From an optimization exercise on the open Yosys and OpenROAD flow, aimed at small area and a short achievable clock period; shortcuts taken in it are not production practice. The RTL was checked by simulation tests, not by an equivalence proof against the original design. Power and IR drop assume default switching activity.

==> design.v <==
module alu(
    input [31:0] input1,
    input [31:0] input2,
    input [3:0] alucon,
    output reg zero_,
    output reg [31:0] out
    );
    always @ (*) begin
        case (alucon)
            4'b0000 : out <= input1 + input2;  
            4'b1000 : out <= input1 - input2;  
            4'b0001 : out <= input1 << input2[4:0];  
            4'b0101 : out <= input1 >> input2[4:0];  
            4'b0010 : out <= $signed(input1) < $signed(input2);  
            4'b0011 : out <= input1 < input2;  
            4'b0100 : out <= input1 ^ input2;  
            4'b0110 : out <= input1 | input2;  
            4'b0111 : out <= input1 & input2;  
            4'b1101 : out <= $signed(input1) >>> input2[4:0];  
            default : out <= 32'b0;
        endcase
        if(out == 0) begin
            zero_ <= 1'b1;                
        end else begin
            zero_ <= 1'b0;
        end
    end 
endmodule
module alucontrol(
    input [1:0] aluop,
    input [6:0] funct7,
    input [2:0] funct3,
    input [31:0] idata,
    output reg [3:0] alucon
    );
    always @ (*) begin
        alucon <= 4'b1010;  
        if (aluop == 2'b00) begin  
            alucon <= 4'b0000;  
        end
        if (aluop == 2'b01) begin  
            case (funct3)
            3'b000: alucon<=4'b1000;  
            3'b001: alucon<=4'b1000;
            3'b100: alucon<=4'b0010;  
            3'b101: alucon<=4'b0010;
            3'b110: alucon<=4'b0011;  
            3'b111: alucon<=4'b0011;
            endcase   
        end
        if (aluop == 2'b10) begin  
            if (idata[6:0] == 7'b0010011 && (funct3 != 3'b001) && (funct3 != 3'b101) ) begin
                alucon[2:0] <= funct3[2:0];
                alucon[3] <= idata[5];
            end
            else begin
                alucon[2:0] <= funct3[2:0];
                alucon[3] <= funct7[5];
            end
        end
    end
endmodule
module control(
    input [31:0] idata,  
    output reg [1:0] aluop,  
    output reg regwrite,  
    output reg [1:0] alusrc,  
    output reg memtoreg, 
    output reg branch, 
    output reg jump 
    );
    always @ (*) begin
        memtoreg <= (idata[6:0] == 7'b0000011);  
        case(idata[6:0])
            7'b1100011: aluop <= 2'b01;  
            7'b0010011: aluop <= 2'b10;  
            7'b0110011: aluop <= 2'b10;  
            default: aluop <= 2'b00;
        endcase
        case(idata[6:0])
            7'b0010111: alusrc <= 2'b11;  
            7'b0100011: alusrc <= 2'b01;  
            7'b0000011: alusrc <= 2'b01;
            7'b0010011: alusrc <= 2'b01;
            7'b0110111: alusrc <= 2'b01;  
            default: alusrc <= 2'b00;
        endcase
        case(idata[6:0])
            7'b0110011: regwrite<= 1'b1;
            7'b0000011: regwrite<= 1'b1;
            7'b0010011: regwrite<= 1'b1;
            7'b1101111: regwrite<= 1'b1;
            7'b1100111: regwrite<= 1'b1;
            7'b0010111: regwrite<= 1'b1;
            7'b0110111: regwrite<= 1'b1;
            default: regwrite<= 1'b0;
        endcase
        case(idata[6:0])
            7'b1100011: branch<= 1'b1;
            default: branch<= 1'b0;
        endcase
        case(idata[6:0])
            7'b1100111: jump<= 1'b1;
            7'b1101111: jump<= 1'b1;
            default: jump<= 1'b0;
        endcase
    end
endmodule
module immgen(
    input [31:0] idata,
    output reg [31:0] imm
    );
    always @ (*) begin
        case (idata[6:0])
            7'b0110111,  
            7'b0010111:  
                imm <= {idata[31:12], 12'd0};
            7'b1101111:  
                imm <= {{12{idata[31]}}, idata[19:12], idata[20], idata[30:21], 1'b0};
            7'b1100011:  
                imm <= {{20{idata[31]}}, idata[7], idata[30:25], idata[11:8], 1'b0};  
            7'b0100011:  
                imm <= {{20{idata[31]}}, idata[31:25], idata[11:7]};
            7'b1100111:  
                imm <= {{20{idata[31]}},idata[31:20]};
            7'b0000011:  
                case (idata[14:12])
                    3'b000,  
                    3'b001,
                    3'b010,
                    3'b100,
                    3'b101:
                        imm <= {{20{idata[31]}},idata[31:20]};
                    default:
                        imm <= 32'b0;
                endcase
            7'b0010011: 
                case (idata[14:12])
                    3'b000,  
                    3'b010,
                    3'b011,
                    3'b100,
                    3'b110,
                    3'b111:
                        imm <= {{20{idata[31]}},idata[31:20]};
                    3'b001,  
                    3'b101:
                        imm <= {{27{1'b0}},idata[24:20]};
                    default:
                        imm <= 32'b0;
                endcase
            default:  
                imm <= 32'b0;
        endcase
    end
endmodule
module registers(
    input [4:0] rs1,
    input [4:0] rs2,
    input [4:0] rd,
    input [31:0] wdata,
    input regwrite,
    input clk,
    output [31:0] rv1,
    output [31:0] rv2
    );
    reg [31:0] register[31:0];
    always @ (posedge clk) begin
        if (regwrite == 1'b1) begin
            if (rd != 5'b0) begin  
                register[rd] <= wdata;
            end
        end
    end
    assign rv1 = (rs1 == 5'b0) ? 32'b0 : register[rs1];
    assign rv2 = (rs2 == 5'b0) ? 32'b0 : register[rs2];
endmodule
module cpu (
    input clk,  
    input reset,  
    output reg [31:0] iaddr,  
    input [31:0] idata,  
    output [31:0] daddr,  
    input [31:0] drdata,  
    output reg [31:0] dwdata,  
    output reg [3:0] dwe  
);
    wire [1:0] alusrc;
    wire [1:0] aluop;
    wire memtoreg;
    wire branch;
    wire jump;
    wire regwrite;
    wire [3:0] alucon;    
    wire [31:0] immgen;
    wire zero;
    wire [31:0] aluout;
    reg [31:0] drdataload;
    wire [31:0] rv1;
    wire [31:0] rv2;
    wire [31:0] rv1_r;
    wire [31:0] PC_branch;
    assign PC_branch = iaddr + immgen;
    wire [31:0] JALR_pc;
    assign JALR_pc = immgen+rv1_r;
    always @(posedge clk) begin
        if (reset) begin
            iaddr <= 0;  
        end else begin 
            iaddr <= iaddr + 4;  
            if(branch) begin
                if( (idata[14:12] == 3'b000 ||idata[14:12] == 3'b101 ||idata[14:12] == 3'b111) && (zero==1'b1) ) begin  
                    iaddr <= PC_branch;
                end
                if( (idata[14:12] == 3'b001 ||idata[14:12] == 3'b100 ||idata[14:12] == 3'b110) && (zero==1'b0) ) begin  
                    iaddr <= PC_branch;
                end           
            end
            if(jump) begin
                if( idata[6:0]== 7'b1100111 ) begin  
                    iaddr <= {JALR_pc[31:1], 1'b0};
                end
                if( idata[6:0]== 7'b1101111 ) begin  
                    iaddr <= PC_branch;
                end           
            end
        end
    end
    control CONTROL(
        .idata(idata),
        .alusrc(alusrc),
        .aluop(aluop),
        .memtoreg(memtoreg),
        .branch(branch),
        .jump(jump),
        .regwrite(regwrite)
    );
    alucontrol ALUCONTROL(
        .aluop(aluop),
        .funct7(idata[31:25]),
        .funct3(idata[14:12]),
        .idata(idata),
        .alucon(alucon)
    );
    immgen IMMGEN(
        .idata(idata),
        .imm(immgen)
    );
    assign rv1 = ((idata[6:0] == 7'b1101111) || (idata[6:0] == 7'b1100111)) ? iaddr+4 : (alusrc[1]) ? iaddr : rv1_r; 
    alu ALU(
        .input1(rv1), 
        .input2((alusrc[0]) ? immgen : rv2), 
        .alucon(alucon),
        .zero_(zero),
        .out(aluout)   
    ); 
    registers REGISTERS(
        .rs1( ((idata[6:0] == 7'b1101111) || (idata[6:0] == 7'b0010111) || (idata[6:0] == 7'b0110111)) ? 5'b0 : idata[19:15]),  
        .rs2( ((idata[6:0] == 7'b1101111) || (idata[6:0] == 7'b0010111) || (idata[6:0] == 7'b0110111)  || (idata[6:0] == 7'b1100111)) ? 5'b0 : idata[24:20]),  
        .rd( (idata[6:0] == 7'b1100011) ? 5'b0 : idata[11:7]),  
        .wdata((memtoreg) ? drdataload : aluout),  
        .regwrite(regwrite),
        .clk(clk),
        .rv1(rv1_r),
        .rv2(rv2)
    );
    assign daddr= aluout;
    always @(*) begin
        if (idata[6:0] == 7'b0000011) begin  
            case(idata[14:12]) 
                3'b000: begin  
                    case(daddr[1:0])
                        2'b00: 
                            drdataload <= $signed(drdata[7:0]);
                        2'b01: 
                            drdataload <= $signed(drdata[15:8]);
                        2'b10: 
                            drdataload <= $signed(drdata[23:16]);
                        2'b11: 
                            drdataload <= $signed(drdata[31:24]);
                        default: 
                            drdataload <= 32'b0;
                    endcase
                end
                3'b001: begin  
                    case(daddr[1:0])
                        2'b00: 
                            drdataload <= $signed(drdata[15:0]);
                        2'b10: 
                            drdataload <= $signed(drdata[31:16]);
                        default: 
                            drdataload <= 32'b0;
                    endcase
                end
                3'b010: 
                    drdataload <= drdata;  
                3'b100: begin  
                    case(daddr[1:0])
                        2'b00: 
                            drdataload <= drdata[7:0];
                        2'b01: 
                            drdataload <= drdata[15:8];
                        2'b10: 
                            drdataload <= drdata[23:16];
                        2'b11: 
                            drdataload <= drdata[31:24];
                        default: 
                            drdataload <= 32'b0;
                    endcase
                end
                3'b101: begin  
                    case(daddr[1:0])
                        2'b00: 
                            drdataload <= drdata[15:0];
                        2'b10: 
                            drdataload <= drdata[31:16];
                        default: 
                            drdataload <= 32'b0;
                    endcase
                end
                default: 
                    drdataload <= 32'b0;
            endcase
        end
        else drdataload <= 32'b0;
        if (idata[6:0] == 7'b0100011) begin  
            dwdata <= (rv2 << daddr[1:0] *8);
            case(idata[14:12])
                3'b000: begin  
                    case(daddr[1:0])
                        2'b00: 
                            dwe <= 4'b0001;
                        2'b01: 
                            dwe <= 4'b0010;
                        2'b10: 
                            dwe <= 4'b0100;
                        2'b11: 
                            dwe <= 4'b1000;
                        default: 
                            dwe <= 4'b0000;
                    endcase
                end
                3'b001: begin  
                    case(daddr[1:0])
                        2'b00: 
                            dwe <= 4'b0011;
                        2'b10: 
                            dwe <= 4'b1100;
                        default: 
                            dwe <= 4'b0000;
                    endcase
                end
                3'b010: begin  
                    case(daddr[1:0])
                        2'b00: 
                            dwe <= 4'b1111;
                        default: 
                            dwe <= 4'b0000;
                    endcase
                end
                default: 
                    dwe <= 4'b0000;
            endcase
        end
        else begin
            dwe <= 4'b0000;
            dwdata <= rv2;
        end
    end
endmodule
==> run.sh <==
#!/bin/bash
# synth_recipe.tcl (not shown) runs the flow's synth.tcl, then flattens the netlist and writes it again
# the make line also repeats each setting of config.mk as NAME=value (left out here)
make -C /OpenROAD-flow-scripts/flow DESIGN_CONFIG=/design/flow/config.mk WORK_HOME=/design/flow/orfs CLKGATE_MAP_FILE= SYNTH_SCRIPT=/design/flow/synth_recipe.tcl finish
==> config.mk <==
export PLATFORM = sky130hd
export DESIGN_NAME = cpu
export DESIGN_NICKNAME = cpu
export VERILOG_FILES = /design/flow/design.v
export SDC_FILE = /design/flow/constraint.sdc
export NUM_CORES = 4
export LEC_CHECK = 0
export ABC_CLOCK_PERIOD_IN_PS = 10000
export CAP_MARGIN = 20
export CORE_MARGIN = 2
export CORE_UTILIZATION = 40
export SETUP_SLACK_MARGIN = 1.0
export SLEW_MARGIN = 20
==> constraint.sdc <==
create_clock -name core_clock -period 15.0 [get_ports {clk}]
set_input_delay 3.0000 -clock core_clock [delete_from_list [all_inputs] [get_ports {clk}]]
set_output_delay 3.0000 -clock core_clock [all_outputs]
set_load 0.01 [all_outputs]
==> run notes <==
per-stage QoR:
stage                     util [%]  instances
after detailed placement      44.7       9802
after global routing          47.5      10100
after CTS                     47.0      10000
after global placement        44.7       9800
after floorplan                  -       7308
final                         47.5      10100
logic make-up (layout without fill, tap and decap cells):
kind of cell / Yosys count / after routing / synth area share (%)
other: 1 / 64 / 0.00544
muxes: 247 / 247 / 4.29
DFF: 1055 / 1055 / 45.5
buffers and inverters: 752 / 1180 / 4.79
xor gates and xnor gates: 89 / 89 / 1.13
AOI/OAI and AO/OA: 2480 / 2480 / 24.8
and+or+nand+nor: 2489 / 2489 / 16.5
adders and majority gates: 165 / 165 / 3.04
how the worst max path moves through the flow:
stage                     startpoint          to  slack, ns  depth (start not counted)
after global placement      idata[5]      dwe[0]       0.21                         32
after floorplan            idata[20]  dwdata[16]       2.42                         33
after detailed placement    idata[5]      dwe[0]      -0.02                         32
final                      idata[18]  dwdata[21]       0.97                         26
after global routing        idata[1]   dwdata[7]       0.97                         35
after CTS                   idata[4]      dwe[0]        1.0                         34
tightest hold or removal path: cells and delay by family (launching register included):
kind,cells,cell delay [ns]
DFF,1,0.34
buffers and inverters,1,0.19
and+or+nand+nor,1,0.07
AOI/OAI and AO/OA,1,0.06
cell usage in the layout, fill, tap and decap left out, drive strengths merged, types with 173 or more instances in the layout:
cell type / synthesis / layout
nand2: 1007 / 1007
a21oi: 549 / 549
mux2i: 173 / 173
nor3: 217 / 217
a211oi: 211 / 211
nor2: 573 / 573
o21ai: 372 / 372
edfxtp: 1023 / 1023
buf: 257 / 652
nand3: 194 / 194
layout make-up:
| type | instances | share of cell area, % |
|---|---|---|
| Multi-Input combinational cell | 5501 | 43.7 |
| Sequential cell | 1055 | 38.5 |
| Timing Repair Buffer | 816 | 8.96 |
| Tap cell | 2310 | 3.55 |
| Clock buffer | 129 | 3.55 |
| Clock inverter | 76 | 0.907 |
| Inverter | 159 | 0.750 |
| Antenna cell | 33 | 0.101 |
sequential cells by signal, summed over array words and instances, names as in the netlist:
name / count
iaddr: 32
REGISTERS.register: 1023
repair_timing:
action,CTS,global route
resized for setup,51,79
hold buffers,0,0
buffers inserted,12,16
pin swaps,6,14
gates cloned,1,5
endpoints found under the setup margin,53,47
per-layer routing:
metal / vias up / share of wire (%) / track usage [%] / wire [um]
li1: 28800 / - / - / -
met1: 34700 / 34 / 53.1 / 138000
met2: 6506 / 42 / 66.1 / 170000
met3: 1940 / 14 / 14.3 / 55300
met4: 16 / 11 / 38.8 / 45300
met5: - / 0.026 / 0 / 107
power groups by stage:
stage	combinational [mW]	clock (mW)	sequential, mW
3_3_place_gp	3.46	0	3.78
5_1_grt	3.80	2.95	3.72
4_1_cts	3.49	2.84	3.72
6_report	3.76	2.85	3.72
3_5_place_dp	3.46	0	3.78
2_1_floorplan	1.59	0	3.79
==> run notes <==
status timing/DRC/antenna clean; Post-synth EDFFs around 1,000; min-delay src iaddr[0]$_SDFF_PP0_; Pint 6.38 mW; CP arrival between 10 and 15 ns; pwr/cell area 127 nW/um^2; post-detail-place hpwl 283,000 um; WP data required 12.00 ns; crit end category primary output; I/O Buffers ~170; routed wire length 409,000 um; crit-path leading delay family compound AO/OA/AOI/OAI gates; DRT Pass-1 Iters 9; initial antenna violation count 31; Cell Rows 152; Slew HR 15.2%; distinct cell type count after synthesis about 130; cell at the slowest stage of the critical path or3b_2; register share of total power between 30% and 40%; drt drc 0; Hold Path Cell Cnt 3; cells after synthesis 7,278; Static Leak a little under 30 nW; FFs w/ async S/R, synth 0%; Syn Area/Cell 9.47 um^2; fillers 16,100; min cycle time layout around 14 ns; most common cell in the synthesized netlist edfxtp_1; Max Root-Sink Buffers 3; CP dominant cell by count buf_4; Synth top cells by count edfxtp_1, nand2_1, nor2_1; RSZ-0062 raised after global routing no; Final TNS setup 0 ns; reg2reg end iaddr[12]$_SDFF_PP0_; ys flop type edfxtp_1; Critical R2R Launch iaddr[3]$_SDFF_PP0_; DR vias/cell 7.14; H-tree levels 3; Yosys warning count 6; Reg area approximately 31,000 um^2; final hold violation count 0; CORE AREA roughly 170,000 um^2; Worst Path Buf+Inv 7; global-route wire length before repair 549,000 um; final setup fails 0; layout cells sized above 1 15.2%; Wirelength per Cell 40.6 um; Yosys reg bits approximately 1,100; final instance area 81,400 um^2; fmax around 0.07 GHz; DR vias ~72,000; share of the synthesized area in the top cell type 44.6%; Yosys top cell by area edfxtp_1; Die X 419 um; Slew @ Worst Pin roughly 1.3 ns; Area growth, synth to finish 18.1%; fin nets about 8,000; peak supply drop 0.000100 V; grt total ovfl 0; die area 176,000 um^2; clock-pin slew on the worst setup and hold paths 0.06 ns; die height 419 um; post-place setup slack -0.0200 ns; Mapped Area 69,000 um^2; GRT Total Usage 45.0%; # Max-Cap Violations 0; worst-skew pair later-pin latency 0.80 ns; clk_skew 0.0481 ns; total power about 10 mW; Comb pwr share 36.4%; HP Class reg -> reg; clk sinks approximately 1,100; P_sw 3.95 mW; Reg2Reg Depth 33; area post-placement between 70,000 and 80,000 um^2; largest net degree at the start of global routing between 80 and 90; vias in the first global route between 60,000 and 70,000; post-synthesis sequential area ratio 45.5%; Multi-input gate area between 30,000 and 40,000 um^2; Setup CP Type in -> out; R2R Setup Slk roughly 5.4 ns; CP Launch Type input pin; clock network power share 27.6%; CTS tree done; Routed Antenna Nets 0; Max Transition Viols Final 0; Initial Util 40.2%; DR iter-0 viols 11,500; Final Hold Slack 0.709 ns; CP Max Fanout 27; Switching Share 38.2%; synth top area cells edfxtp_1, nand2_1, a21oi_1; setup ws final 0.974 ns; peak per-stage delay on the critical path 0.73 ns; Root Driver clkbuf_16; Final GP Congestion 1.06; CTS Buf Count between 100 and 150; Final period util between 90% and 100%; Hold Path Sink iaddr[0]$_SDFF_PP0_; num ports 166

[port drivers added, routing unchanged]
How much do the figures lean on ideal ports? The routed layout below was timed once more, with nothing changed but the port constraints.
Step 1 (the two cells are an assumption about what drives the block):
set clk [get_ports {clk}]
set_driving_cell -lib_cell sky130_fd_sc_hd__clkbuf_16 $clk
set_driving_cell -lib_cell sky130_fd_sc_hd__buf_2 [delete_from_list [all_inputs] $clk]
Step 2 also shifts input and output timing later by t, the mid clock arrival at the registers, as if the neighbouring blocks saw the same clock.
a / b / c = ideal / step 1 / step 2; a / b = the first two.
shift t [ns]: 0.858
slack for setup (ns): 0.974 / 0.867 / 0.867
worst hold slack (ns): 0.709 / 0.709 / 0.709
worst setup path at the end: input to output
worst slew at a driven data input, ns: 0.21
After both steps setup and hold are still met in this run. The setup slack of this run moves by -0.107 ns with the drivers and by -0.107 ns with both steps.
